Context: an optimization exercise on an open-source flow, tuned for small area. The choices shown serve that exercise and are no tape-out recipe.
Only simulation tests tie the RTL to the original design; equivalence was not proved.

Setup of run A:
## cordic_pipelined
module cordic_pipelined(clk, z0, xn, yn);
  input clk;
  input signed [12:0] z0;
  output [17:0] xn, yn;
  wire signed [12:0] za = z0;
  wire pos_big = za > 13'sh5A0;
  wire neg_big = za < -13'sh5A0;
  wire flip_in = pos_big | neg_big;
  wire d0_c0 = pos_big ? (za < 13'shB40) : neg_big ? (za < -13'shB40) : za[12];
  reg [10:0] k1;
  always @(*) begin
    case ({pos_big, neg_big, d0_c0})
      3'b100: k1 = 11'h1f0;
      3'b101: k1 = 11'h790;
      3'b010: k1 = 11'h070;
      3'b011: k1 = 11'h610;
      3'b001: k1 = 11'h2d0;
      default: k1 = 11'h530;
    endcase
  end
  wire [10:0] z1_c0 = za[10:0] + k1;
  reg f_r1, d0_r1; reg [10:0] z1_r1;
  always @(posedge clk) begin f_r1 <= flip_in; d0_r1 <= d0_c0; z1_r1 <= z1_c0; end
  wire signed [10:0] z1s = z1_r1;
  wire d1_c1 = z1_r1[10];
  wire d2_c1 = d1_c1 ? (z1s < -11'sh1A9) : (z1s < 11'sh1A9);
  reg [8:0] k2;
  always @(*) begin
    case ({d1_c1, d2_c1})
      2'b00: k2 = 9'h177;
      2'b01: k2 = 9'h137;
      2'b10: k2 = 9'h0c9;
      default: k2 = 9'h089;
    endcase
  end
  wire [8:0] z3_c1 = z1_r1[8:0] + k2;
  reg f_r2; reg [2:0] d_r2; reg [8:0] z3_r2;
  always @(posedge clk) begin f_r2 <= f_r1; d_r2 <= {d2_c1, d1_c1, d0_r1}; z3_r2 <= z3_c1; end
  wire signed [8:0] z3s = z3_r2;
  ...
clock: 5.0 ns
lec_check: 0
cap_margin: 20
core_margin: 2
core_utilization: 60
cts_buf_list: sky130_fd_sc_hd__clkbuf_8
cts_cluster_diameter: 100
cts_cluster_size: 18
slew_margin: 20
synth_hierarchical: 1
standard.sh (not shown) runs the stock make flow with config.mk's settings and CLKGATE_MAP_FILE= SYNTH_SCRIPT=/design/flow/synth_recipe.tcl, a recipe that flattens the netlist after the stock synthesis.
==> flow/flow/run.sh <==
#!/bin/bash
# The standard layout (standard.sh: ORFS from synthesis through finish), with two changes:
#  - the input/output port buffers are made from the smallest buffer cell;
#  - synthesis maps the logic with an area-oriented ABC script (flow/abc_area_map.script)
#    in place of ORFS's abc_speed.script. Everything else in synthesis is ORFS's own
#    (run from a copy of ORFS's scripts folder in which only that one file differs).
set -e
rm -rf orfs_scripts
cp -r "$FLOW_HOME/scripts" orfs_scripts
cp flow/abc_area_map.script orfs_scripts/abc_speed.script
export SCRIPTS_DIR="$PWD/orfs_scripts"
export BUFFER_PORTS_ARGS="-buffer_cell sky130_fd_sc_hd__buf_1"
cp standard.sh standard_sh.txt
bash standard.sh > standard.log 2>&1
==> flow/flow/abc_area_map.script <==
strash
dch
map -a
topo
stime -c
buffer -c
upsize -c
dnsize -c
Run A was carried through to the last stage, and its layout satisfied the timing, DRC and antenna checks.
#### Input delta (run B over run A)
Settings: CTS_CLUSTER_SIZE: 18 -> 10; CTS_BUF_LIST: sky130_fd_sc_hd__clkbuf_8 -> sky130_fd_sc_hd__clkbuf_4; CTS_CLUSTER_DIAMETER: 100 -> 60.
==> flow/flow/run.sh <==
#!/bin/bash
# The standard layout (standard.sh: ORFS synthesis through finish, unchanged),
# except that the input/output port buffers are made from the smallest buffer cell.
cp standard.sh standard_sh.txt
export BUFFER_PORTS_ARGS="-buffer_cell sky130_fd_sc_hd__buf_1"
bash standard.sh > standard.log 2>&1
removed: flow/flow/abc_area_map.script
Findings:
In the tables for run B and run A, multi-input gate share of the layout cell area reads higher with run B.
Changes observed in run B relative to run A: quantity of gates resized following cts fell by 2, slew of the pin with the lowest slew margin lower.
Run B: post-synthesis cell count lower than run A
Compared run A against run B; combined flip-flop and latch cell area within noise.
From run A to run B the numbers moved as follows: number of distinct library cells after synthesis increased about 27%.
The beginning of the critical path comes out xt5_8_p6$_DFF_P_ in one run and yt6_16_p7$_DFF_P_ in the other, namely in run B and run A respectively.
On via count of the first global-routing pass: between run B and run A, it ends up lower for run A.
In the reports for run B and run A, the larger non-clock buffer count belongs to run B.
Relative to run A, the fraction of the mapped netlist area in simple logic gates of run B is lower by 1.2 points.
Of run B and run A, the higher post-layout minimum cycle time belongs to run A.
#### Input delta (run C over run B)
Settings: changing CTS_CLUSTER_DIAMETER from 60 to 100; changing CTS_BUF_LIST from sky130_fd_sc_hd__clkbuf_4 to sky130_fd_sc_hd__clkbuf_8; changing CTS_CLUSTER_SIZE from 10 to 18.
==> flow/flow/run.sh <==
#!/bin/bash
# The standard layout (standard.sh: ORFS from synthesis through finish), with two changes:
#  - the input/output port buffers are made from the smallest buffer cell;
#  - synthesis maps the logic with an area-oriented ABC script (flow/abc_area_map.script)
#    in place of ORFS's abc_speed.script. Everything else in synthesis is ORFS's own
#    (run from a copy of ORFS's scripts folder in which only that one file differs).
set -e
rm -rf orfs_scripts
cp -r "$FLOW_HOME/scripts" orfs_scripts
cp flow/abc_area_map.script orfs_scripts/abc_speed.script
export SCRIPTS_DIR="$PWD/orfs_scripts"
export BUFFER_PORTS_ARGS="-buffer_cell sky130_fd_sc_hd__buf_1"
cp standard.sh standard_sh.txt
bash standard.sh > standard.log 2>&1
==> flow/flow/abc_area_map.script (new file) <==
strash
dch
map -a
strash
dch
map -a
topo
stime -c
dnsize -c
Findings:
- The setup fix buffers added after clock tree synthesis reported for run C is smaller than that of run B by 1.
- Comparing run B and run C, the higher transition time at the pin with the least slew margin was measured on run B.
- Diff run B -> run C | detailed-route via count | decrease of 1.6%
- Run C vs. run B: cell count went up by about 1.4%.
- Diff run B -> run C | area of all placed cells without fillers | down slightly
[inputs] run D vs run C
Settings: GPL_ROUTABILITY_DRIVEN now 0, previously not set.
==> flow/flow/run.sh <==
#!/bin/bash
# The standard layout (standard.sh: ORFS synthesis through finish, unchanged),
# except that the input/output port buffers are made from the smallest buffer cell.
cp standard.sh standard_sh.txt
export BUFFER_PORTS_ARGS="-buffer_cell sky130_fd_sc_hd__buf_1"
bash standard.sh > standard.log 2>&1
removed: flow/flow/abc_area_map.script
Notes after the runs:
Run D | stages: all done | timing, DRC, antenna: all pass
The register-to-register slack was comparable across run D and run C.
For run C, the critical path endpoint was ax9_s11_p10$_DFF_P_, unlike run D, where it was yn[17].
Summary of run D over run C: time the worst path needs with I/O delays and setup now sits higher; non-clock inverter instance count of the final layout lower; placed wire-length estimate after detailed placement has decreased; maximum fanout count along the critical path rose by 4.

## v6
Another version of the RTL of cordic_pipelined (not shown whole).
Size in the first run: roughly 290 flip-flops, about 50 I/O pins, about 15000 sq um of cells after synthesis.
make LEC_CHECK=0 CAP_MARGIN=20 CORE_MARGIN=2 CORE_UTILIZATION=40 CTS_BUF_LIST=sky130_fd_sc_hd__clkbuf_8 CTS_CLUSTER_DIAMETER=100 CTS_CLUSTER_SIZE=20 SLEW_MARGIN=20 SYNTH_HIERARCHICAL=1 finish   # period 5.0 ns
run.sh (not shown) runs the stock make flow with config.mk's settings and CLKGATE_MAP_FILE= SYNTH_SCRIPT=/design/flow/synth_recipe.tcl, a recipe that flattens the netlist after the stock synthesis.
Stock flow here: none of the scripts above is used.
diff inputs: v6 => v7
==> flow/flow/run.sh (new file) <==
#!/bin/bash
# Standard layout, with the port buffers made from the smallest buffer cell.
cp standard.sh standard_sh.txt
export BUFFER_PORTS_ARGS="-buffer_cell sky130_fd_sc_hd__buf_1"
bash standard.sh > standard.log 2>&1
==> flow/standard.sh (new file) <==
#!/bin/bash
# synth_recipe.tcl (not shown) runs the flow's synth.tcl, then flattens the netlist and writes it again
# the make line also repeats each setting of config.mk as NAME=value (left out here)
make -C /OpenROAD-flow-scripts/flow DESIGN_CONFIG=/design/flow/config.mk WORK_HOME=/design/flow/orfs CLKGATE_MAP_FILE= SYNTH_SCRIPT=/design/flow/synth_recipe.tcl "${@:-finish}"
removed: flow/run.sh
==> comparison <==
- v7: length of routed met2 wiring higher than v6
- Sum of met3 wire segment lengths after detailed routing, v6 and v7: smaller value in v6
- A standard cell with the maximum stage delay on the critical path of sky130_fd_sc_hd__clkdlybuf4s50_1 is what v6 shows, while sky130_fd_sc_hd__a2111oi_1 belongs to v7.
- Worst clock skew delta (v6 -> v7): insignificant
- Per the comparison of v7 with v6, count of cell instances traversed by the critical path went up 6, final wirelength went up about 2.6%, count of non-filler cells in the finished layout went up 6, number of placed instances with taps included held.
- Of the two values seen for origin of the worst setup path, yt9_17_p10 was produced by v6 and d0_p5 by v7.

Setup of alpha:
cordic_pipelined, a different RTL version from the one above (not shown whole).
For scale: roughly 1300 cells after synthesis, ~270 flip-flops, ~50 I/O pins, roughly 0.015 mm2 of cells after synthesis.
## cordic_pipelined
module cordic_pipelined(clk, z0, xn, yn);
  input clk;
  input signed [12:0] z0;
  output [17:0] xn, yn;
  wire signed [12:0] za = z0;
  wire pos_big = za > 13'sh5A0;
  wire neg_big = za < -13'sh5A0;
  wire flip_in = pos_big | neg_big;
  wire d0_c0 = pos_big ? (za < 13'shB40) : neg_big ? (za < -13'shB40) : za[12];
  reg [10:0] k1;
  always @(*) begin
    case ({pos_big, neg_big, d0_c0})
      3'b100: k1 = 11'h1f0;
      3'b101: k1 = 11'h790;
      3'b010: k1 = 11'h070;
      3'b011: k1 = 11'h610;
      3'b001: k1 = 11'h2d0;
      default: k1 = 11'h530;
    endcase
  end
  wire [10:0] z1_c0 = za[10:0] + k1;
  reg f_r1, d0_r1; reg [10:0] z1_r1;
  always @(posedge clk) begin f_r1 <= flip_in; d0_r1 <= d0_c0; z1_r1 <= z1_c0; end
  wire signed [10:0] z1s = z1_r1;
  wire d1_c1 = z1_r1[10];
  wire d2_c1 = d1_c1 ? (z1s < -11'sh1A9) : (z1s < 11'sh1A9);
  reg [8:0] k2;
  always @(*) begin
    case ({d1_c1, d2_c1})
      2'b00: k2 = 9'h177;
      2'b01: k2 = 9'h137;
      2'b10: k2 = 9'h0c9;
      default: k2 = 9'h089;
    endcase
  end
  wire [8:0] z3_c1 = z1_r1[8:0] + k2;
  reg f_r2; reg [2:0] d_r2; reg [8:0] z3_r2;
  always @(posedge clk) begin f_r2 <= f_r1; d_r2 <= {d2_c1, d1_c1, d0_r1}; z3_r2 <= z3_c1; end
  wire signed [8:0] z3s = z3_r2;
  wire d3_c2 = z3_r2[8];
  wire d4_c2 = d3_c2 ? (z3s < -9'sh072) : (z3s < 9'sh072);
  wire d5_c2 = ({d3_c2, d4_c2} == 2'b00) ? (z3s < 9'sd171) :
               ({d3_c2, d4_c2} == 2'b01) ? (z3s < 9'sd57) :
               ({d3_c2, d4_c2} == 2'b10) ? (z3s < -9'sd57) : (z3s < -9'sd171);
  reg [5:0] k3;
  always @(*) begin
    case ({d3_c2, d4_c2, d5_c2})
      3'b000: k3 = 6'h39;
      3'b001: k3 = 6'h31;
      3'b010: k3 = 6'h2b;
      3'b011: k3 = 6'h23;
      3'b100: k3 = 6'h1d;
  ...
clock: 5.0 ns
lec_check: 0
cap_margin: 20
core_margin: 2
core_utilization: 60
cts_buf_list: sky130_fd_sc_hd__clkbuf_8
cts_cluster_diameter: 100
cts_cluster_size: 18
slew_margin: 20
synth_hierarchical: 1
standard.sh (not shown) runs the stock make flow with config.mk's settings and CLKGATE_MAP_FILE= SYNTH_SCRIPT=/design/flow/synth_recipe.tcl, a recipe that flattens the netlist after the stock synthesis.
==> flow/flow/run.sh <==
#!/bin/bash
# The standard layout (standard.sh: ORFS synthesis through finish, unchanged),
# except that the input/output port buffers are made from the smallest buffer cell.
cp standard.sh standard_sh.txt
export BUFFER_PORTS_ARGS="-buffer_cell sky130_fd_sc_hd__buf_1"
export REMOVE_ABC_BUFFERS=1
bash standard.sh > standard.log 2>&1
No stage failed in alpha, and the final checks on the layout all came back clean.
Relative to alpha, the following input files were edited for beta:
diff --git a/flow/flow/run.sh b/flow/flow/run.sh
--- a/flow/flow/run.sh
+++ b/flow/flow/run.sh
@@ -5,3 +5,2 @@
 export BUFFER_PORTS_ARGS="-buffer_cell sky130_fd_sc_hd__buf_1"
-export REMOVE_ABC_BUFFERS=1
 bash standard.sh > standard.log 2>&1
beta completed end to end with timing, DRC and antenna clean.
On remaining number of nets flagged by the antenna check after routing, beta and alpha are basically level.
Taking alpha as the reference, in beta design area has remained practically unchanged.
The higher hold slack came out of alpha.
Status: layout overhead on the synthesized area parity (beta, alpha)
--- input diff beta..gamma ---
diff --git a/flow/config.mk b/flow/config.mk
--- a/flow/config.mk
+++ b/flow/config.mk
@@ -13,2 +13,3 @@
 export CTS_CLUSTER_SIZE = 18
+export GPL_TIMING_DRIVEN = 0
 export SLEW_MARGIN = 20
--- outcome ---
Critical path depth, gamma and beta, higher one = gamma. Compared with beta, gamma shows a fraction of layout instances using a drive strength above 1 that is 5.2 points higher. Sort gamma and beta by wire length of the first global-routing pass, descending, and gamma comes first. On sequential portion of the cell area: between gamma and beta, it ends up higher for beta. Highest clock frequency the design can meet was lower in gamma than in beta. beta -> gamma: routed wire length per instance increased by more than 10%. Re sequential cell count: no difference whatsoever between gamma and beta. Relative area change from synthesis to final layout: gamma and beta compared, lower one is beta. Via count of the first global-routing pass | gamma above beta.

RTL: one of the versions met above, not the one the previous note started from.
Size in the first run: roughly 1200 cells after synthesis, ~290 flip-flops, about 15000 sq um of cells after synthesis.
export LEC_CHECK = 0
export CAP_MARGIN = 20
export CORE_MARGIN = 2
export CORE_UTILIZATION = 60
export CTS_BUF_LIST = sky130_fd_sc_hd__clkbuf_8
export CTS_CLUSTER_DIAMETER = 100
export CTS_CLUSTER_SIZE = 18
export SLEW_MARGIN = 20
export SYNTH_HIERARCHICAL = 1
create_clock -name core_clock -period 5.0 [get_ports {clk}]
==> flow/flow/run.sh <==
#!/bin/bash
# The standard layout (standard.sh: ORFS synthesis through finish, unchanged),
# except that the input/output port buffers are made from the smallest buffer cell.
cp standard.sh standard_sh.txt
export BUFFER_PORTS_ARGS="-buffer_cell sky130_fd_sc_hd__buf_1"
bash standard.sh > standard.log 2>&1
The first run completed without violations.
Edit:
--- a/flow/config.mk
+++ b/flow/config.mk
@@ -13,0 +14 @@
+export PLACE_DENSITY = 0.8
Design area stays flat.
Non-clock buffer count shrinks by 1.
Die area is unchanged.
Edit:
==> flow/flow/run.sh (replaced) <==
#!/bin/bash
# The standard layout (standard.sh: ORFS from synthesis through finish), with two changes:
#  - the input/output port buffers are made from the smallest buffer cell;
#  - synthesis maps the logic with an area-oriented ABC script (flow/abc_area_map.script)
#    in place of ORFS's abc_speed.script. Everything else in synthesis is ORFS's own
#    (run from a copy of ORFS's scripts folder in which only that one file differs).
set -e
rm -rf orfs_scripts
cp -r "$FLOW_HOME/scripts" orfs_scripts
cp flow/abc_area_map.script orfs_scripts/abc_speed.script
export SCRIPTS_DIR="$PWD/orfs_scripts"
export BUFFER_PORTS_ARGS="-buffer_cell sky130_fd_sc_hd__buf_1"
cp standard.sh standard_sh.txt
bash standard.sh > standard.log 2>&1
==> flow/flow/abc_area_map.script (new file) <==
strash
dch
map -a
strash
dch
map -a
topo
stime -c
buffer -c
upsize -c
dnsize -c
--- a/flow/config.mk
+++ b/flow/config.mk
@@ -14 +13,0 @@
-export PLACE_DENSITY = 0.8
Effect: The changed run passed the timing, DRC and antenna checks. Routed wire length goes up by 4.4%. Register-to-register slack improves by 0.08 ns. Die area goes down by 1.9%. Critical path depth goes down by 1. Flip-flop and latch count stays the same. Via count goes down by 2.0%.

-- separate check: timing with driven ports --
The results above use ideal ports. As a check the final layouts listed here were re-extracted and re-timed, cells and wires unchanged.
Step 1 assumes that a clkbuf_16 drives the clock port and a buf_2 every other input.
Step 2 moves the port delays by t, midway between the first and last clock arrival at a register: inputs arrive t later, outputs are due t later. That takes back most of the time a late clock gives input paths.
Three values: no drivers, after step 1, after step 2; two values: the first two.
| run | t (ns) | setup WS [ns] | clock arrival spread, ns | worst data-port slew with drivers (ns) |
|---|---|---|---|---|
| run A | 0.578 | 0.117 / 0.117 / 0.117 | 0.041 / 0.041 | 0.03 |
| run B | 0.645 | 0.160 / 0.154 / 0.160 | 0.028 / 0.029 | 0.03 |
| run C | 0.561 | 0.171 / 0.171 / 0.171 | 0.026 / 0.026 | 0.03 |
| run D | 0.562 | 0.132 / 0.087 / 0.159 | 0.020 / 0.019 | 0.03 |
| v6 | 0.575 | 0.202 / 0.152 / 0.301 | 0.051 / 0.052 | 0.04 |
| v7 | 0.572 | 0.258 / 0.258 / 0.258 | 0.050 / 0.049 | 0.04 |
| alpha | 0.578 | 0.145 / 0.145 / 0.145 | 0.053 / 0.052 | 0.03 |
| beta | 0.569 | 0.135 / 0.088 / 0.158 | 0.025 / 0.025 | 0.03 |
| gamma | 0.573 | 0.047 / 0.047 / 0.047 | 0.013 / 0.013 | 0.04 |
| the first run of note 4 | 0.583 | 0.144 / 0.107 / 0.144 | 0.020 / 0.020 | 0.03 |
| the second run of note 4 | 0.573 | 0.090 / 0.090 / 0.090 | 0.014 / 0.014 | 0.03 |
| the third run of note 4 | 0.567 | 0.171 / 0.171 / 0.171 | 0.037 / 0.038 | 0.03 |
After both steps every run listed still meets setup and hold.
